This design comes from an exercise in tuning for small area on the open sky130 flow, not from production work. In this exercise RTL edits were held to simulation tests only and were not proved equivalent to the original. Power figures rest on the tool's default switching activity, not on a simulated workload.

===== run.sh =====
#!/bin/bash
# synth_recipe.tcl (not shown) runs the flow's synth.tcl, then flattens the netlist and writes it again
# the make line also repeats each setting of config.mk as NAME=value (left out here)
make -C /OpenROAD-flow-scripts/flow DESIGN_CONFIG=/design/flow/config.mk WORK_HOME=/design/flow/orfs CLKGATE_MAP_FILE= SYNTH_SCRIPT=/design/flow/synth_recipe.tcl finish

===== config.mk =====
export PLATFORM = sky130hd
export DESIGN_NAME = yduck_soc
export DESIGN_NICKNAME = yduck_soc
export VERILOG_FILES = /design/flow/design.v
export SDC_FILE = /design/flow/constraint.sdc
export NUM_CORES = 4
export LEC_CHECK = 0
export CAP_MARGIN = 20
export CORE_MARGIN = 2
export CORE_UTILIZATION = 40
export SLEW_MARGIN = 20

===== constraint.sdc =====
create_clock -name core_clock -period 12.0 [get_ports {clk}]
set_input_delay 2.4000 -clock core_clock [delete_from_list [all_inputs] [get_ports {clk}]]
set_output_delay 2.4000 -clock core_clock [all_outputs]
set_load 0.01 [all_outputs]

===== design.v =====
module YD_reg (
	input wire clk,   
	input wire rst,   
	input wire jpc,	 
	input wire dsv,  
	input wire [15:0]din0,
	input wire [3:0]waddr0,
	input wire we0,
	input wire [15:0]din1,
	input wire [3:0]waddr1,
	input wire we1,
	input wire [3:0]raddr0,
	output reg [15:0]dout0, 
	input wire [3:0]raddr1,
	output reg [15:0]dout1, 
	output reg [15:0]PC, 
	output reg [15:0]DKD 
);
reg [15:0]RX[12:0];
reg [15:0]DK;
reg [3:0]raddr0_r; 
reg [3:0]raddr1_r; 
reg [3:0]waddr0_r; 
reg [3:0]waddr1_r; 
reg we0_r; 
reg we1_r; 
reg [15:0]din0_r; 
reg [15:0]din1_r; 
reg [15:0]dout0_r; 
reg [15:0]dout1_r;
localparam ZEA=4'b0000;
localparam DKA=4'b0001;
localparam R0A=4'b0010;
localparam PCA=4'b1111;
always @(posedge clk) begin
if(rst) begin 
	DK <= 16'h0;
	PC <= 16'h0;
	RX[0] <= 16'h0;
	RX[1] <= 16'h0;
	RX[2] <= 16'h0;
	RX[3] <= 16'h0;
	RX[4] <= 16'h0;
	RX[5] <= 16'h0;
	RX[6] <= 16'h0;
	RX[7] <= 16'h0;
	RX[8] <= 16'h0;
	RX[9] <= 16'h0;
	RX[10] <= 16'h0;
	RX[11] <= 16'h0;
	RX[12] <= 16'h0;
	end 
else begin
	if(~jpc && ~dsv) 
		PC <= PC+16'h1;
	if(we0&&we1&&(waddr0==waddr1)) begin 
		case(waddr0)
			ZEA:; 
			DKA:DK <= din0;
			PCA:if(jpc) PC <= din0; 
			default:RX[waddr0-R0A] <= din0;
			endcase 
		end
	else begin 
		if(we0) begin 
			case(waddr0)
				ZEA:;
				DKA:DK <= din0;
				PCA:if(jpc) PC <= din0; 
				default:RX[waddr0-R0A] <= din0;
				endcase 
			end
		if(we1) begin 
			case(waddr1)
				ZEA:;
				DKA:DK <= din1;
				PCA:if(jpc) PC <= din1; 
				default:RX[waddr1-R0A] <= din1;
				endcase 
			end
		end
	end
end
always @(posedge clk) begin
if(rst) begin
	raddr0_r <= 4'h0;
	raddr1_r <= 4'h0;
	waddr0_r <= 4'h0;
	waddr1_r <= 4'h0;
	din0_r <= 16'h0;
	din1_r <= 16'h0;
	we0_r <= 1'b0;
	we1_r <= 1'b0;
	end 
else begin
	raddr0_r <= raddr0; 
	raddr1_r <= raddr1; 
	waddr0_r <= waddr0; 
	waddr1_r <= waddr1; 
	din0_r <= din0; 
	din1_r <= din1; 
	we0_r <= we0;
	we1_r <= we1;
	end
end
always @(*) begin
	case (raddr0_r)
		ZEA:dout0=16'h0;
		DKA:
			if ((raddr0_r==waddr0_r&&we0_r)||(raddr0_r==waddr1_r&&we1_r))  
				if(raddr0_r==waddr0_r&&we0_r)
					dout0=din0_r;
				else if(raddr0_r==waddr1_r&&we1_r)
					dout0=din1_r;
				else
					dout0=DK;
			else
				dout0=DK;
		PCA:
			if (((raddr0_r==waddr0_r&&we0_r)||(raddr0_r==waddr1_r&&we1_r))&&jpc)  
				if(raddr0_r==waddr0_r&&we0_r)
					dout0=din0_r;
				else if(raddr0_r==waddr1_r&&we1_r)
					dout0=din1_r;
				else
					dout0=PC;
			else
				dout0=PC;
		default:
			if ((raddr0_r==waddr0_r&&we0_r)||(raddr0_r==waddr1_r&&we1_r)) 
				if(raddr0_r==waddr0_r&&we0_r)
					dout0=din0_r;
				else if(raddr0_r==waddr1_r&&we1_r)
					dout0=din1_r;
				else
					dout0=RX[raddr0_r-R0A];
			else
				dout0=RX[raddr0_r-R0A];
		endcase
	case (raddr1_r)
		ZEA:dout1=16'h0;
		DKA:
			if ((raddr1_r==waddr0_r&&we0_r)||(raddr1_r==waddr1_r&&we1_r))  
				if(raddr1_r==waddr0_r&&we0_r)
					dout1=din0_r;
				else if(raddr1_r==waddr1_r&&we1_r)
					dout1=din1_r;
				else
					dout1=DK;
			else
				dout1=DK;
		PCA:
			if (((raddr1_r==waddr0_r&&we0_r)||(raddr1_r==waddr1_r&&we1_r))&&jpc)  
				if(raddr1_r==waddr0_r&&we0_r)
					dout1=din0_r;
				else if(raddr1_r==waddr1_r&&we1_r)
					dout1=din1_r;
				else
					dout1=PC;
			else
				dout1=PC;
		default:
			if ((raddr1_r==waddr0_r&&we0_r)||(raddr1_r==waddr1_r&&we1_r)) 
				if(raddr1_r==waddr0_r&&we0_r)
					dout1=din0_r;
				else if(raddr1_r==waddr1_r&&we1_r)
					dout1=din1_r;
				else
					dout1=RX[raddr1_r-R0A];
			else
				dout1=RX[raddr1_r-R0A];
		endcase
end
always @(*) begin
	DKD=DK;
	if(waddr0==DKA && we0 || waddr1==DKA && we1) 
		if(waddr0==DKA && we0)
			DKD=din0;
		else if(waddr1==DKA && we1)
			DKD=din1;
	else
		DKD=DK;
end
wire [15:0]R0W=RX[0];
wire [15:0]R1W=RX[1];
wire [15:0]R2W=RX[2];
wire [15:0]R3W=RX[3];
wire [15:0]R4W=RX[4];
wire [15:0]R5W=RX[5];
wire [15:0]R6W=RX[6];
wire [15:0]R7W=RX[7];
wire [15:0]R8W=RX[8];
wire [15:0]R9W=RX[9];
wire [15:0]RAW=RX[10];
wire [15:0]RBW=RX[11];
wire [15:0]RCW=RX[12];
endmodule
module YD_int
(
	input		wire	clk,  
	input		wire	rst,   
	input 	wire int_vld,  
	output 	reg int_rdy,  
	input wire[15:0]PC,  
	input wire jpc,  
	output reg int_jpc,  
	output reg inp, 
	input wire [15:0]din0,
	input wire [3:0]waddr0,
	input wire we0,
	input wire [15:0]din1,
	input wire [3:0]waddr1,
	input wire we1,
	output reg [15:0]int_din0,
	output reg [3:0]int_waddr0,
	output reg int_we0,
	output reg [15:0]int_din1,
	output reg [3:0]int_waddr1,
	output reg int_we1
);
reg [2:0]state; 
reg sen; 
localparam IDLE=3'h0; 
localparam CPL=3'h1; 
localparam WBK=3'h2; 
localparam RIN=3'h3; 
localparam IED=3'h4; 
reg [15:0]PC_r;
always @(posedge clk) begin
	if(rst) begin
		sen <= 1'b0;
		state <= 3'h0;
		end 
	else begin
		if(int_vld) begin 
			sen <= 1'b1; 
			state <= CPL; 
			PC_r <= PC;
			end
		if(sen) 
			if(state<IED) 
				state <= state+1; 
			else begin 
				state <= IDLE; 
				sen <= 1'b0;
				end
		else 
			if(state!=IDLE)
				state <= IDLE;
		end
end
always @(*) begin
	if(rst) begin
		int_din0=din0;
		int_waddr0=waddr0;
		int_we0=we0;
		int_din1=din1;
		int_waddr1=waddr1;
		int_we1=we1;
		int_rdy=1;
		inp=0;
		int_jpc=jpc;
		end 
	else begin
		case (state)
			IDLE: begin 
				int_din0=din0;
				int_waddr0=waddr0;
				int_we0=we0;
				int_din1=din1;
				int_waddr1=waddr1;
				int_we1=we1;
				int_rdy=1;
				inp=0;
				int_jpc=jpc;
				end
			CPL: begin 
				int_din0=din0;
				int_waddr0=waddr0;
				int_we0=we0;
				int_din1=din1;
				int_waddr1=waddr1;
				int_we1=we1;
				int_rdy=0;
				inp=1;
				int_jpc=jpc;
				end
			WBK: begin 
				int_din0=PC_r; 
				int_waddr0=4'b1110;
				int_we0=1;
				int_din1=16'h0004; 
				int_waddr1=4'b1111;
				int_we1=1;
				int_rdy=0;
				inp=1;
				int_jpc=1;
				end
			RIN: begin 
				int_din0=din0;
				int_waddr0=waddr0;
				int_we0=we0;
				int_din1=din1;
				int_waddr1=waddr1;
				int_we1=we1;
				int_rdy=0;
				inp=1;
				int_jpc=jpc;
				end
			IED: begin 
				int_din0=din0;
				int_waddr0=waddr0;
				int_we0=we0;
				int_din1=din1;
				int_waddr1=waddr1;
				int_we1=we1;
				int_rdy=0;
				inp=0;
				int_jpc=jpc;
				end
			default: begin
				int_din0=din0;
				int_waddr0=waddr0;
				int_we0=we0;
				int_din1=din1;
				int_waddr1=waddr1;
				int_we1=we1;
				int_rdy=1;
				inp=0;
				int_jpc=jpc;
				end
		endcase
		end
end
endmodule
module YD_core
(
	input		wire	clk,  
	input		wire	rst,   
	output 	wire[15:0]	i_addr,  
	input 	wire[15:0]	i_dout,  
	output	reg[15:0]	d_din,  
	output 	reg[15:0]	d_addr,  
	output	reg 		d_we,  
	input 	wire[15:0]	d_dout,  
	input 	wire int_vld,  
	output 	wire int_rdy  
);
reg rst_r; 
reg jpc,jpc_r; 
reg dwi; 
reg dsv_0;
reg dsv_1;
reg dsw; 
reg dsw_r; 
reg [15:0]idata; 
reg [15:0]idata_r; 
reg [15:0]din0;
reg [3:0]waddr0;
reg we0;
reg [15:0]din1;
reg [3:0]waddr1;
reg we1;
reg [3:0]raddr0;
reg [3:0]raddr1;
reg [15:0]d_addr_d0; 
reg [15:0]d_addr_d1; 
reg [15:0]d_addr_z0; 
reg [15:0]d_addr_z1; 
reg [15:0]d_din_z0; 
reg [15:0]d_din_z1; 
reg d_we_z0; 
reg d_we_z1; 
wire [15:0]dout0;
wire [15:0]dout1;
wire [15:0]DKD; 
wire inp;
wire [15:0]int_din0;
wire [3:0]int_waddr0;
wire int_we0;
wire [15:0]int_din1;
wire [3:0]int_waddr1;
wire int_we1;
localparam NF=4'b0000;	 
localparam LD=4'b0001;	 
localparam SV=4'b0010;	 
localparam IN=4'b0011;	 
localparam SW=4'b0100;	 
localparam WR=4'b0101;	 
localparam CR=4'b0110;	 
localparam LA=4'b0111;	 
localparam LO=4'b1000;	 
localparam AD=4'b1001;	 
localparam SB=4'b1010;	 
localparam JW=4'b1011;	 
localparam JA=4'b1100;	 
localparam LL=4'b1101;	 
localparam LR=4'b1110;	 
localparam TL=4'b1111;	 
localparam ZEA=4'b0000;
localparam DKA=4'b0001;
localparam R0A=4'b0010;
localparam PCA=4'b1111;
always @(*) begin
	if(jpc|jpc_r|dwi|inp)
		idata=16'h0;
	else
		idata=i_dout;
end
always @(posedge clk) begin
	if(rst_r)
		idata_r <= 16'h0;
	else
		idata_r <= idata;
end
always @(posedge clk) rst_r <= rst; 
always @(*) begin
	dsw=1'b0;
	raddr0=4'h0;
	d_addr_d0=16'h0;
	dsv_0=1'b0;
	dsv_1=1'b0;
	raddr1=4'h0;
	d_addr_d1=16'h0;
	case (idata[15:12])
		NF:begin 
			dsw=1'b1; 
			raddr0=idata[11:8];
			end
		LD:begin 
			dsw=1'b1;
			d_addr_d0=DKD; 
			end
		SV:begin 
			dsw=1'b1;
			raddr0=idata[11:8];
			dsv_0=1'b1; 
			end
		IN:begin 
			dsw=1'b1;
			raddr0=idata[11:8];
			end
		SW:begin 
			dsw=1'b1;
			raddr0=idata[11:8];
			end
		WR:begin 
			dsw=1'b0; 
			raddr0=idata[11:8];
			raddr1=idata[7:4];
			end
		CR:begin 
			dsw=1'b0;
			raddr0=idata[11:8];
			raddr1=idata[7:4];
			end
		LA:begin 
			dsw=1'b0;
			raddr0=idata[11:8];
			raddr1=idata[7:4];
			end
		LO:begin 
			dsw=1'b0;
			raddr0=idata[11:8];
			raddr1=idata[7:4];
			end
		AD:begin 
			dsw=1'b0;
			raddr0=idata[11:8];
			raddr1=DKA;
			end
		SB:begin 
			dsw=1'b0;
			raddr0=idata[11:8];
			raddr1=DKA;
			end
		JW:begin 
			dsw=1'b0;
			raddr0=idata[11:8];
			raddr1=DKA;
			end
		JA:begin 
			dsw=1'b0;
			raddr0=idata[11:8];
			end
		LL:begin 
			dsw=1'b0;
			raddr0=idata[11:8];
			raddr1=DKA;
			end
		LR:begin 
			dsw=1'b0;
			raddr0=idata[11:8];
			raddr1=DKA;
			end
		TL:begin 
			dsw=1'b0;
			raddr0=idata[11:8];
			raddr1=DKA;
			end
	endcase
	if(dsw) begin
		case (idata[7:4])
			NF:raddr1=idata[3:0];
			LD:d_addr_d1=DKD;
			SV: begin raddr1=idata[3:0]; dsv_1=1'b1; end 
			IN:raddr1=idata[3:0];
			SW:raddr1=idata[3:0];
		endcase
		end
end
always @(*) begin
	dsw_r=1'b0;
	d_din_z0=16'h0;
	d_addr_z0=16'h0;
	d_we_z0=1'b0;
	d_din_z1=16'h0;
	d_addr_z1=16'h0;
	d_we_z1=1'b0;
	din0=16'h0;
	waddr0=4'h0;
	we0=1'b0;
	din1=16'h0;
	waddr1=4'h0;
	we1=1'b0;
	case (idata_r[15:12])
		NF:begin 
			dsw_r=1'b1; 
			din0=~dout0;
			waddr0=idata_r[11:8];
			we0=1'b1;
			end
		LD:begin 
			dsw_r=1'b1;
			din0=d_dout;
			waddr0=idata_r[11:8];
			we0=1'b1;
			end
		SV:begin 
			dsw_r=1'b1;
			d_din_z0=dout0;
			d_addr_z0=DKD;
			d_we_z0=1'b1;
			end
		IN:begin 
			dsw_r=1'b1;
			din0=dout0+1;
			waddr0=idata_r[11:8];
			we0=1'b1;
			end
		SW:begin 
			dsw_r=1'b1;
			din0={dout0[7:0],dout0[15:8]};
			waddr0=idata_r[11:8];
			we0=1'b1;
			end
		WR:begin 
			dsw_r=1'b0; 
			din0=dout0;
			waddr0=idata_r[7:4];
			we0=1'b1;
			end
		CR:begin 
			dsw_r=1'b0;
			din0=dout0>dout1?16'h1:16'h0;
			waddr0=DKA;
			we0=1'b1;
			end
		LA:begin 
			dsw_r=1'b0;
			din0=dout0&dout1;
			waddr0=DKA;
			we0=1'b1;
			end
		LO:begin 
			dsw_r=1'b0;
			din0=dout0|dout1;
			waddr0=DKA;
			we0=1'b1;
			end
		AD:begin 
			dsw_r=1'b0;
			din0=dout1+dout0+{8'h0,idata_r[7:0]};
			waddr0=DKA;
			we0=1'b1;
			end
		SB:begin 
			dsw_r=1'b0;
			din0=dout1-dout0-{8'h0,idata_r[7:0]};
			waddr0=DKA;
			we0=1'b1;
			end
		JW:begin 
			dsw_r=1'b0;
			din0=(dout1!=16'h0)?dout0+{8'h0,idata_r[7:0]}:16'h0;
			waddr0=(dout1!=16'h0)?PCA:4'h0;
			we0=(dout1!=16'h0)?1'b1:1'b0;
			end
		JA:begin 
			dsw_r=1'b0;
			din0=dout0+{8'h0,idata_r[7:0]};
			waddr0=PCA;
			we0=1'b1;
			end
		LL:begin 
			dsw_r=1'b0;
			din0=dout1<<(dout0[3:0]+idata_r[3:0]);
			waddr0=DKA;
			we0=1'b1;
			end
		LR:begin 
			dsw_r=1'b0;
			din0=dout1>>(dout0[3:0]+idata_r[3:0]);
			waddr0=DKA;
			we0=1'b1;
			end
		TL:begin 
			dsw_r=1'b0;
			if(idata_r[0])
				if(idata_r[1]==1'b0)
					din0={dout1[14:0],dout1[15]};
				else
					din0={dout1[0],dout1[15:1]};
			else
				if(dout0==16'h0)
					din0={dout1[14:0],dout1[15]};
				else
					din0={dout1[0],dout1[15:1]};
			waddr0=DKA;
			we0=1'b1;
			end
	endcase
	if(dsw_r) begin
		case (idata[7:4])
			NF:begin 
				din1=~dout1;
				waddr1=idata_r[3:0];
				we1=1'b1;
				end
			LD:begin 
				din1=d_dout;
				waddr1=idata_r[3:0];
				we0=1'b1;
				end
			SV:begin 
				d_din_z1=dout1;
				d_addr_z1=DKD;
				d_we_z1=1'b1;
				end
			IN:begin 
				din1=dout1+1;
				waddr1=idata_r[3:0];
				we1=1'b1;
				end
			SW:begin 
				din1={dout1[7:0],dout1[15:8]};
				waddr1=idata_r[3:0];
				we1=1'b1;
				end
		endcase
	end
end
always @(posedge clk) begin
	if(rst_r) begin
		dwi <= 1'b0;
		jpc <= 1'b0;
		jpc_r <= 1'b0;
		end 
	else begin
		jpc_r <= jpc;
		if(idata[15:12]==JA || idata[15:12]==JW)
			jpc <= 1'b1;
		else
			jpc <= 1'b0;
		if((idata[15:12]==SV || idata[7:4]==SV) && dsw)
			dwi <= 1'b1;
		else
			dwi <= 1'b0;
		end
end
always @(*) begin
	if(rst) begin
		d_din = 16'h0;
		d_addr = 16'h0;
		d_we = 1'b0;
		end
	else begin
		if(dwi) begin
			d_addr = d_addr_z1 | d_addr_z0;
			d_din = d_din_z1 | d_din_z0;
			d_we = d_we_z1 | d_we_z0;
			end
		else begin
			d_din = 16'h0;
			d_addr = d_addr_d0 | d_addr_d1;
			d_we =1'b0;
			end
		end
end
wire [15:0]PC;
assign i_addr=PC; 
YD_reg u_YD_reg 
(
	.clk    (clk),
	.rst    (rst),
	.jpc    (int_jpc),
	.dsv	(dsv_0 | dsv_1),
	.din0   (int_din0),
	.waddr0 (int_waddr0),
	.we0    (int_we0),
	.din1   (int_din1),
	.waddr1 (int_waddr1),
	.we1    (int_we1),
	.raddr0 (raddr0),
	.dout0  (dout0),
	.raddr1 (raddr1),
	.dout1  (dout1),
	.PC     (PC),
	.DKD	(DKD)
);
YD_int u_YD_int 
(
	.clk        (clk),
	.rst        (rst),
	.int_vld    (int_vld),
	.int_rdy    (int_rdy),
	.PC         (PC),
	.jpc        (jpc),
	.int_jpc    (int_jpc),
	.inp        (inp),
	.din0       (din0),
	.waddr0     (waddr0),
	.we0        (we0),
	.din1       (din1),
	.waddr1     (waddr1),
	.we1        (we1),
	.int_din0   (int_din0),
	.int_waddr0 (int_waddr0),
	.int_we0    (int_we0),
	.int_din1   (int_din1),
	.int_waddr1 (int_waddr1),
	.int_we1    (int_we1)
);
endmodule
module ram
#(
	parameter DW = 16,
	parameter AW = 13,
	parameter RAM_AW = 7
)(
	input			clk,  
	input 			rst,   
	input [DW-1:0]	din,  
	input [AW-1:0]	addr,  
	input			we,  
	output [DW-1:0] dout  
);
reg [DW-1:0] mem_r [(2**RAM_AW)-1:0]; 
always @(posedge clk) begin
	if(we)
		mem_r[addr[RAM_AW-1:0]] <= din; 
end
reg [RAM_AW-1:0] addr_r; 
always @(posedge clk) begin
	if (~we)
		addr_r <= addr[RAM_AW-1:0]; 
end
assign dout = mem_r[addr_r[RAM_AW-1:0]];
endmodule
module io
#(
	parameter DW = 16,
	parameter AW = 12 
)(
	input			clk,  
	input 			rst,   
	input [DW-1:0]	din,  
	input [AW-1:0]	addr,  
	input			we,  
	output reg[DW-1:0] dout,  
	input wire [DW-1:0]gpio_in, 
	output wire [DW-1:0]gpio_out 
);
localparam GPI_A = 12'h000;
localparam GPO_A = 12'h001;
reg [DW-1:0]gpio_in_reg;
reg [DW-1:0]gpio_out_reg;
always @(posedge clk) begin
	gpio_in_reg <= gpio_in;
end
assign gpio_out=gpio_out_reg;
always @(posedge clk) begin
if(rst) begin
	gpio_out_reg <= 16'h0;
	dout <= 16'h0;
end	
else
	if(we)
		case (addr)
			GPO_A: gpio_out_reg <= din;
			default: ;
		endcase
	else
		case (addr)
			GPI_A: dout <= gpio_in_reg;
			default: dout <= 0;
		endcase
end
endmodule
module timer
#(
	parameter DW = 16,
	parameter AW = 12 
)(
	input			clk,  
	input			 rst,   
	input [DW-1:0]	din,  
	input [AW-1:0]	addr,  
	input			we,  
	output reg[DW-1:0] dout,  
	output reg T0_PWM_P, 
	output reg T0_PWM_N, 
	output reg T1_PWM_P, 
	output reg T1_PWM_N, 
	output reg intp_T0, 
	output reg intp_T1 
);
localparam TCTR_A = 12'h00; 
localparam TDIV_A = 12'h01; 
localparam TATS0_A = 12'h02; 
localparam TCMP0_A = 12'h03; 
localparam TCNT0_A = 12'h04; 
localparam TATS1_A = 12'h05; 
localparam TCMP1_A = 12'h06; 
localparam TCNT1_A = 12'h07; 
reg[15:0]TCTR;
reg[15:0]TDIV;
reg[15:0]TDIV_r; 
reg[15:0]TATS0;
reg[15:0]TATS0_r; 
reg[15:0]TCMP0;
reg[15:0]TCMP0_r; 
reg[15:0]TCNT0;
reg[15:0]TATS1;
reg[15:0]TATS1_r; 
reg[15:0]TCMP1;
reg[15:0]TCMP1_r; 
reg[15:0]TCNT1;
reg DIV_EN; 
reg [15:0]DIV_CNT; 
always @(posedge clk) begin
	if(rst) begin
		DIV_CNT<=16'h0;
		TDIV_r<=16'h0;
		end
	else begin
		if(DIV_CNT==TDIV_r) begin 
			DIV_EN<=1'b1; 
			DIV_CNT<=16'h0;
			if(TDIV_r!=TDIV) 
				TDIV_r<=TDIV;
			end
		else begin 
			DIV_CNT<=DIV_CNT+1; 
			DIV_EN<=1'b0;
			end
		end
end
always @(posedge clk) begin
if(rst) begin
	TCTR <= 16'h0;
	TDIV <= 16'h0;
	TATS0 <= 16'h0;
	TATS1 <= 16'h0;
	TCMP0 <= 16'h0;
	TCMP1 <= 16'h0;
	dout <= 16'h0;
end	
else
	if(we)
		case (addr) 
			TCTR_A: TCTR <= din;
			TDIV_A: TDIV <= din;
			TATS0_A: TATS0 <= din;
			TCMP0_A: TCMP0 <= din;
			TATS1_A: TATS1 <= din;
			TCMP1_A: TCMP1 <= din;
			default: ;
		endcase
	else begin
		case (addr) 
			TCTR_A: dout <= TCTR;
			TCNT0_A: dout <= TCNT0;
			TCNT1_A: dout <= TCNT1;
			default: dout <= 16'h0;
		endcase
		end
end
always @(posedge clk) begin
if(rst) begin
	TCNT0 <= 16'h0;
	TCNT1 <= 16'h0;
	intp_T0 <= 1'b0;
	intp_T1 <= 1'b0;
	end	
else begin
	if(TCTR[0]) begin 
		if(TCNT0==TATS0_r) begin 
			TCNT0 <= 16'h0; 
			intp_T0 <= 1'b1; 
			TATS0_r <= TATS0; 
			TCMP0_r <= TCMP0; 
			end
		else begin
			TCNT0 <= TCNT0+1; 
			intp_T0 <= 1'b0;
			end
		end
	else begin 
		TCNT0 <= 16'h0;
		intp_T0 <= 1'b0;
		TATS0_r <= TATS0;
		TCMP0_r <= TCMP0;
		end
	if(TCTR[8]) begin 
		if(TCNT1==TATS1_r) begin 
			TCNT1 <= 16'h0; 
			intp_T1 <= 1'b1; 
			TATS1_r <= TATS1; 
			TCMP1_r <= TCMP1; 
			end
		else begin
			TCNT1 <= TCNT1+1; 
			intp_T0 <= 1'b0;
			end
		end
	else begin 
		TCNT1 <= 16'h0;
		intp_T0 <= 1'b0;
		TATS1_r <= TATS1;
		TCMP1_r <= TCMP1;
		end
	end
end
always @(*) begin
if(TCNT0<=TCMP0_r) begin
	T0_PWM_P = TCTR[1];
	T0_PWM_N = ~TCTR[1];
	end
else begin
	T0_PWM_P = ~TCTR[1];
	T0_PWM_N = TCTR[1];
	end
if(TCNT1<=TCMP1_r) begin
	T1_PWM_P = TCTR[9];
	T1_PWM_N = ~TCTR[9];
	end
else begin
	T1_PWM_P = ~TCTR[9];
	T1_PWM_N = TCTR[9];
	end
end
endmodule
module intc
#(
	parameter DW = 16,
	parameter AW = 13 
)(
	input			clk,  
	input			 rst,   
	input [DW-1:0]	din,  
	input [AW-1:0]	addr,  
	input			we,  
	output reg[DW-1:0] dout,  
	input wire[7:0]intp_i, 
	input wire int_rdy, 
	output reg int_vld 
);
localparam INTC_A=12'h0; 
localparam INT0_A=12'h1; 
localparam INT1_A=12'h2; 
reg [10:0]INTC; 
reg [15:0]INT0; 
reg [16:0]INT1; 
wire [31:0]INTA={INT1,INT0};
reg [7:0]intp_i_r; 
reg [7:0]intp_i_rr; 
reg [7:0]intp_c; 
reg [7:0]intp_tg; 
reg [7:0]intp_h; 
reg intp_ht; 
reg [2:0]intp_hn; 
reg [7:0]intp_l; 
reg intp_lt; 
reg [2:0]intp_ln; 
always @(posedge clk) begin
if(rst) begin
	INTC[7:0] <= 8'h0;
	INT0 <= 16'h0;
	INT1 <= 16'h0;
	dout <= 16'h0;
	end	
else begin
	if(we)
		case (addr) 
			INTC_A: INTC[7:0] <= din[7:0];
			INT0_A: INT0 <= din;
			INT1_A: INT1 <= din;
			default: ;
		endcase
	else begin
		case (addr) 
			INTC_A: dout <= INTC;
			INT0_A: dout <= INT0;
			INT1_A: dout <= INT1;
			default: dout <= 16'h0;
		endcase
		end
	end
end
integer j;
always @(*) begin
	for(j=0;j<=7;j=j+1)
		intp_c[j]=INTA[4*j]?intp_i[j]:1'b0;
end
always @(posedge clk) begin
if(rst) begin
	intp_i_r <= 16'h0;
	intp_i_rr <= 16'h0;
	end	
else begin
	intp_i_r <= intp_c;
	intp_i_rr <= intp_i_r;
	end
end
always @(*) begin
	for(j=0;j<=7;j=j+1) begin
		case ({INTA[4*j+3],INTA[4*j+2]})
			2'b00: intp_tg[j]=intp_i_r[j];
			2'b01: intp_tg[j]=~intp_i_r[j];
			2'b10: intp_tg[j]=(intp_i_r[j] && ~intp_i_rr[j])?1'b1:1'b0;
			2'b11: intp_tg[j]=(~intp_i_r[j] && intp_i_rr[j])?1'b1:1'b0;
		endcase
		end
end
always @(*) begin
	for(j=0;j<=7;j=j+1) begin
		if(INTA[4*j+1]) begin
			intp_h[j]=1'b0;
			intp_l[j]=intp_tg[j];
			end
		else begin
			intp_h[j]=intp_tg[j];
			intp_l[j]=1'b0;
			end
		end
end
always @(*) begin
	if(intp_h[0]) begin
		intp_ht=1'b1;
		intp_hn=3'h0;
		end
	else if(intp_h[1]) begin
		intp_ht=1'b1;
		intp_hn=3'h1;
		end
	else if(intp_h[2]) begin
		intp_ht=1'b1;
		intp_hn=3'h2;
		end
	else if(intp_h[3]) begin
		intp_ht=1'b1;
		intp_hn=3'h3;
		end
	else if(intp_h[4]) begin
		intp_ht=1'b1;
		intp_hn=3'h4;
		end
	else if(intp_h[5]) begin
		intp_ht=1'b1;
		intp_hn=3'h5;
		end
	else if(intp_h[6]) begin
		intp_ht=1'b1;
		intp_hn=3'h6;
		end
	else if(intp_h[7]) begin
		intp_ht=1'b1;
		intp_hn=3'h7;
		end
	else begin
		intp_ht=1'b0;
		intp_hn=3'h0;
		end
end
always @(*) begin
	if(intp_l[0]) begin
		intp_lt=1'b1;
		intp_ln=3'h0;
		end
	else if(intp_h[1]) begin
		intp_lt=1'b1;
		intp_ln=3'h1;
		end
	else if(intp_h[2]) begin
		intp_lt=1'b1;
		intp_ln=3'h2;
		end
	else if(intp_h[3]) begin
		intp_lt=1'b1;
		intp_ln=3'h3;
		end
	else if(intp_h[4]) begin
		intp_lt=1'b1;
		intp_ln=3'h4;
		end
	else if(intp_h[5]) begin
		intp_lt=1'b1;
		intp_ln=3'h5;
		end
	else if(intp_h[6]) begin
		intp_lt=1'b1;
		intp_ln=3'h6;
		end
	else if(intp_h[7]) begin
		intp_lt=1'b1;
		intp_ln=3'h7;
		end
	else begin
		intp_lt=1'b0;
		intp_ln=3'h0;
		end
end
always @(posedge clk) begin
	if(rst) begin
		int_vld <= 1'b0;
		INTC[10:8] <= 3'h0;
		end 
	else begin
		if(INTC[0]) begin
			if(intp_ht) begin
				int_vld <= 1'b1;
				INTC[10:8] <= intp_hn;
				end
			else if(intp_lt) begin
				int_vld <= 1'b1;
				INTC[10:8] <= intp_ln;
				end
			else begin
				int_vld <= 1'b0;
				INTC[10:8] <= 3'h0;
				end
			end
		else begin
			int_vld <= 1'b0;
			INTC[10:8] <= 3'h0;
			end
		end
end
endmodule
module dbus
#(
	parameter RAM_AW = 7
)(
	input			clk,  
	input			rst,   
	input [15:0]	din,  
	input [15:0]	addr,  
	input			we,  
	output reg [15:0]	dout,  
	input wire [15:0]	gpio_in, 
	output wire [15:0]gpio_out, 
	output wire T0_PWM_P, 
	output wire T0_PWM_N, 
	output wire T1_PWM_P, 
	output wire T1_PWM_N, 
	input wire [3:0]intp_ext, 
	input wire int_rdy, 
	output wire int_vld 
);
localparam BKAW=12;
localparam DW = 16;
localparam AW = 16;
localparam s0_bk=4'h0; 
wire [DW-1:0]s0_dout; 
reg  [DW-1:0]s0_din; 
reg  [AW-5:0]s0_addr; 
reg  s0_we; 
localparam s1_bk=4'h1;
wire [DW-1:0]s1_dout;
reg  [DW-1:0]s1_din;
reg  [AW-5:0]s1_addr;
reg  s1_we;
localparam s2_bk=4'h2;
wire [DW-1:0]s2_dout;
reg  [DW-1:0]s2_din;
reg  [AW-5:0]s2_addr;
reg  s2_we;
localparam s3_bk=4'h3;
wire [DW-1:0]s3_dout;
reg  [DW-1:0]s3_din;
reg  [AW-5:0]s3_addr;
reg  s3_we;
wire intp_T0;
wire intp_T1;
wire [7:0]intp_i={intp_ext,2'b0,intp_T1,intp_T0};
always @(*) begin
	s0_din=0;
	s0_addr=0;
	s0_we=0;
	s1_din=0;
	s1_addr=0;
	s1_we=0;
	s2_din=0;
	s2_addr=0;
	s2_we=0;
	s3_din=0;
	s3_addr=0;
	s3_we=0;
	case(addr[AW-1:AW-4])
		s0_bk:begin
			s0_din=din; 
			s0_addr=addr[AW-5:0]; 
			s0_we=we; 
			end
		s1_bk:begin
			s1_din=din;
			s1_addr=addr[AW-5:0];
			s1_we=we;
			end
		s2_bk:begin
			s2_din=din;
			s2_addr=addr[AW-5:0];
			s2_we=we;
			end
		s3_bk:begin
			s3_din=din;
			s3_addr=addr[AW-5:0];
			s3_we=we;
			end
		default:;
	endcase
end
reg [3:0]bkr; 
always @(posedge clk ) begin
	if(rst)
		bkr<=4'h0;
	else
		bkr <= addr[AW-1:AW-4];
end
always @(*) begin
	case(bkr)
		s0_bk:dout=s0_dout;
		s1_bk:dout=s1_dout;
		s2_bk:dout=s2_dout;
		s3_bk:dout=s3_dout;
		default:dout=32'h0;
	endcase
end
ram #(
	.DW(16),
	.AW(BKAW),
	.RAM_AW(RAM_AW)
)u_ram(
	.clk     (clk),
	.rst     (rst),
	.din     (s0_din),
	.addr    (s0_addr),
	.we      (s0_we),
	.dout    (s0_dout)
);
io #(
	.DW(16),
	.AW(BKAW)
)u_io(
	.clk     (clk),
	.rst     (rst),
	.din     (s1_din),
	.addr    (s1_addr),
	.we      (s1_we),
	.dout    (s1_dout),
	.gpio_in (gpio_in),
	.gpio_out(gpio_out)
);
timer #(
	.DW(16),
	.AW(BKAW)
)u_timer(
	.clk     (clk),
	.rst     (rst),
	.din     (s2_din),
	.addr    (s2_addr),
	.we      (s2_we),
	.dout    (s2_dout),
	.T0_PWM_P(T0_PWM_P),
	.T0_PWM_N(T0_PWM_N),
	.T1_PWM_P(T1_PWM_P),
	.T1_PWM_N(T1_PWM_N),
	.intp_T0 (intp_T0),
	.intp_T1 (intp_T1)
);
intc #(
	.DW(16),
	.AW(BKAW)
)u_intc (
	.clk     (clk),
	.rst     (rst),
	.din     (s3_din),
	.addr    (s3_addr),
	.we      (s3_we),
	.dout    (s3_dout),
	.intp_i  (intp_i),
	.int_rdy (int_rdy),
	.int_vld (int_vld)
);
endmodule
module ibus
(
	input			clk,
	input [15:0]	addr,
	output wire [15:0] dout,
	output wire [15:0] rom_addr,
	input  wire [15:0] rom_data
    );
reg [15:0] addr_r;
always @(posedge clk) begin
		addr_r <= addr;
end
assign rom_addr = addr_r;
assign dout = rom_data;
endmodule
module yduck_soc (
	input wire clk,
	input wire rst,                  
	output wire [15:0] rom_addr,
	input wire [15:0] rom_data,
	input wire [15:0] gpio_in,
	output wire [15:0] gpio_out,
	output wire T0_PWM_P,
	output wire T0_PWM_N,
	output wire T1_PWM_P,
	output wire T1_PWM_N,
	input wire [3:0] intp_ext,
	input wire intp_s
);
parameter RAM_AW=5;
wire [15:0]i_addr,i_dout,d_din,d_addr,d_dout;
wire d_we;
wire int_rdy,int_vld;
YD_core u_YD_core
(
	.clk    (clk),
	.rst    (rst),
	.i_addr (i_addr),
	.i_dout (i_dout),
	.d_din  (d_din),
	.d_addr (d_addr),
	.d_we   (d_we),
	.d_dout (d_dout),
	.int_vld(int_vld|intp_s),
	.int_rdy(int_rdy)
);
dbus #(
	.RAM_AW(RAM_AW)
) u_dbus (
	.clk      (clk),
	.rst      (rst),
	.din      (d_din),
	.addr     (d_addr),
	.we       (d_we),
	.dout     (d_dout),
	.gpio_in  (gpio_in),
	.gpio_out (gpio_out),
	.T0_PWM_P(T0_PWM_P),
	.T0_PWM_N(T0_PWM_N),
	.T1_PWM_P(T1_PWM_P),
	.T1_PWM_N(T1_PWM_N),
	.intp_ext(intp_ext),
	.int_rdy (int_rdy),
	.int_vld (int_vld)
);
ibus u_ibus (
	.clk(clk),
	.addr(i_addr),
	.dout(i_dout),
	.rom_addr(rom_addr),
	.rom_data(rom_data)
);
endmodule

==> notes.md <==
## cells by family after synthesis
family / Yosys count / synth area share [%]
muxes: 493 / 12.39
DFF: 1234 / 50.59
buffers and inverters: 611 / 4.094
AOI/OAI and AO/OA: 1320 / 13.57
xor gates and xnor gates: 136 / 1.824
and+or+nand+nor: 1910 / 14.34
adders and majority gates: 159 / 3.199
## power breakdown
group / switching (W) / total [W] / internal, W
Clock: 0.00189 / 0.00439 / 0.00250
Sequential: 0.000118 / 0.00476 / 0.00464
Combinational: 0.00258 / 0.00360 / 0.00102
Total: 0.00459 / 0.0127 / 0.00816
## through the flow
step           hold WS [ps]  std cells
2_1_floorplan         345.0       5863
5_1_grt               411.1       8245
6_report              400.2       8252
4_1_cts               392.8       8243
3_3_place_gp          411.7       7985
3_5_place_dp          412.6       7987
## synthesized netlist by cell type (18+ instances only)
cell	number	area, um2
a211oi_1	45	337.8
a21boi_0	20	150.1
a21o_1	34	255.2
a21oi_1	241	1206
a221o_1	19	190.2
a221oi_1	30	262.8
a22o_1	48	420.4
a22oi_1	79	593.1
a31oi_1	52	325.3
and2_1	45	281.5
and3_1	23	143.9
buf_1	23	86.33
buf_2	86	430.4
buf_4	19	142.6
buf_6	20	225.2
clkbuf_1	276	1036
dfxtp_1	381	7627
edfxtp_1	853	25610
ha_1	144	1802
inv_1	163	611.8
mux2_2	35	394.1
mux2i_1	205	2052
mux4_2	250	5630
nand2_1	461	1730
nand2b_1	45	281.5
nand3_1	261	1306
nand3b_1	20	150.1
nand4_1	73	456.7
nor2_1	490	1839
nor2b_1	49	306.5
nor3_1	155	775.7
nor3b_1	18	135.1
nor4_1	50	312.8
o211ai_1	25	187.7
o21a_1	18	135.1
o21ai_0	343	1717
o21ai_1	23	115.1
o221ai_1	32	280.3
o22ai_1	50	312.8
o31ai_1	57	427.9
or2_2	34	212.7
or3_1	98	613.1
xnor2_1	66	578.1
xor2_1	69	604.3
## layout make-up
class,count,area [um2]
antenna,7,17.52
clock buffer,177,3724
clock inverter,79,1032
fill,14980,88190
inverter,182,684.4
multi-input combinational,4018,30180
sequential,1234,33260
tap,2175,2721
timing repair buffer,380,3147
## critical path: cells and delay by family, from the launching register on
kind | cells | cell delay, ps
buf+inv | 6 | 1500
flops | 1 | 600
fa+ha+maj | 5 | 1250
xor+xnor | 2 | 650
compound gates | 13 | 4080
simple gates | 8 | 2370
## worst min path at each step
stage                            endpoint  slack (ps)  cells past startpoint
2_1_floorplan            u_ibus.addr_r[8]         340                      0
3_3_place_gp    u_dbus.u_timer.TATS1_r[7]         410                      0
3_5_place_dp    u_dbus.u_timer.TCMP0_r[1]         410                      0
4_1_cts        u_dbus.u_timer.TATS1_r[12]         390                      0
5_1_grt        u_dbus.u_timer.TATS0_r[12]         410                      0
6_report        u_dbus.u_intc.intp_i_r[0]         400                      1
## cell usage in the layout (no fill, tap or decap), types with 48 or more instances in the layout
master           count
edfxtp_1           853
nand4_1             73
or3_1               98
nor3_1             127
nand2_1            461
o21ai_0            339
mux4_2             250
xor2_1              66
o31ai_1             57
mux2i_1            205
a31oi_1             51
ha_1               143
a22oi_1             79
buf_4              298
clkdlybuf4s50_1     73
nand3_1            261
a21oi_1            237
xnor2_1             65
a22o_1              48
dfxtp_1            373
inv_1              163
o22ai_1             50
nor2_1             464
clkbuf_16          141
## per-layer routing
| layer | wire (um) | up-vias |
|---|---|---|
| met5 | 95 | - |
| met4 | 18880 | 14 |
| li1 | - | 22500 |
| met1 | 109600 | 26780 |
| met3 | 32760 | 792 |
| met2 | 125100 | 3757 |
==> flow_metrics.tcl <==
set metrics [dict create \
    critical_path.endpoint "u_dbus.u_io.gpio_out_reg[14]" \
    synth-main-ff-cell "edfxtp_1" \
    path_common_cell "ha_1" \
    setup_viol 0 \
    hp-class "reg2reg" \
    netlist_area_um2 65710 \
    fin_crit_ps 10590 \
    fin_tns_setup_ps 0 \
    p_leak_nw 25.40 \
    rrSetupSlack_ps 1410 \
    crit_arrival_ps 11300 \
    rsz0062_at_grt "false" \
    drive_gt1_share_pct 16.71 \
    rows 148 \
    drt-total-wl_um 286400 \
    top_usage_layer "met2" \
    overflow 0 \
    yosys_register_bits 1234 \
    worstSetupStartpoint "u_YD_core.u_YD_reg.raddr0_r[1]" \
    avgViaCountPerCell 6.525 \
    post_drt_wl_per_cell_um 34.71 \
    crit_fanout 23 \
    hpwlAfterDp_um 205400 \
    max_cap_violations 0 \
    drtPass1Iterations 8 \
    clockRootBuffer "clkbuf_16" \
    ir_worst_vdd_uv 156.2 \
    critPathSlowestCell "nor3b_2" \
    io_pins 75 \
    netlist_instances 5863 \
    die_w_um 409.3 \
    grt_pass1_vias 51160 \
    ys_warn_count 10 \
    htreeDepth 4 \
    hold_viol_final 0 \
    cp-end-kind "flop" \
    r2r-end "u_dbus.u_io.gpio_out_reg[14]" \
    use_met3_pct 8.663 \
    total_power_w 0.01275 \
    slew_headroom_pct 15.72 \
    synthesis.nets 6061 \
    synth_edf_count 853 \
    layout_setup_ws_ps 1411 \
    pre_cts_slack_ps 1008 \
    area_growth_pct 13.78 \
    cts_buffers 138 \
    largest_reg_flops 512 \
    core_um2 163000 \
    use_met1_pct 43.90 \
    skew_ps 73.95 \
    antenna_found_initial 20 \
    power.density_nw_per_um2 170.5 \
    die_h_um 409.3 \
    final_cell_area_um2 74770 \
    cts_tree "built" \
    avgSynthCellArea_um2 11.21 \
    grtUsageTotal_pct 33.43 \
    rr_worst_depth 34 \
    clk-insertion-delay-late_ps 820 \
    maxSlewViolCount 0 \
    ant_nets 0 \
    portBuffers 74 \
    die-area_um2 167500 \
    startpoint_type "flop" \
    cts_sinks 1234 \
    vias 53840 \
    drc 0 \
    cts_max_path_buffers 3 \
    grt_pass1_wl_um 400700 \
    synth_seq_area_share_pct 50.59 \
    timing.rr.start "u_YD_core.u_YD_reg.raddr0_r[1]" \
    post-route-util_pct 45.88 \
    place_area_um2 69930 \
    critical_path_required_ps 12710 \
    synth_cell_types 129 \
    initial_core_util_pct 40.33 \
    cts_setup_buffers 0 \
    fmax_mhz 94.44 \
    grt_max_degree 78 \
    drt_iter0_drc 8455 \
    synthArstFlopShare_pct 0 \
    outcome "complete, no violations" \
    cp_slowest_stage_delay_ps 800 \
    cts_hold_buf 0 \
    tightestPinTransition_ps 1251 \
    grtUsageMet2_pct 50.38 \
    min_period_over_period_pct 88.24 \
    gp_congestion 1.041 \
    postCtsResizedCells 0 \
    critPathKind "reg2reg" \
    final_nets 6152 \
    hold_path.startpoint "u_dbus.u_timer.intp_T0" \
    cts.reportedPaths.clkPinSlew_ps 60 \
]

==> separate check: timing with driven ports <==
Ports are ideal in the flow. The routed layout listed here was re-timed in OpenROAD.
Step 1 (the two cells are an assumption about what drives the block):
set clk [get_ports {clk}]
set_driving_cell -lib_cell sky130_fd_sc_hd__clkbuf_16 $clk
set_driving_cell -lib_cell sky130_fd_sc_hd__buf_2 [delete_from_list [all_inputs] $clk]
Step 2 adds t to the input delays and takes it off the output delays; t is the mean of the earliest and latest rising clock arrival at the registers after step 1. Input paths then give back, and output paths get back, about the clock's delay inside the block.
Slacks: ideal / step 1 / step 2; pairs: ideal / step 1.
shift t [ns]: 0.875
slack for setup (ns): 1.411 / 1.411 / 0.634
latest minus earliest clock arrival (ns): 0.074 / 0.074
worst register clock-pin slew, ns: 0.07 / 0.07
worst data-port slew with drivers (ns): 0.17
After both steps setup and hold are still met in this run. For this run, drivers alone change the setup slack by 0.000 ns; drivers and shift together by -0.777 ns.
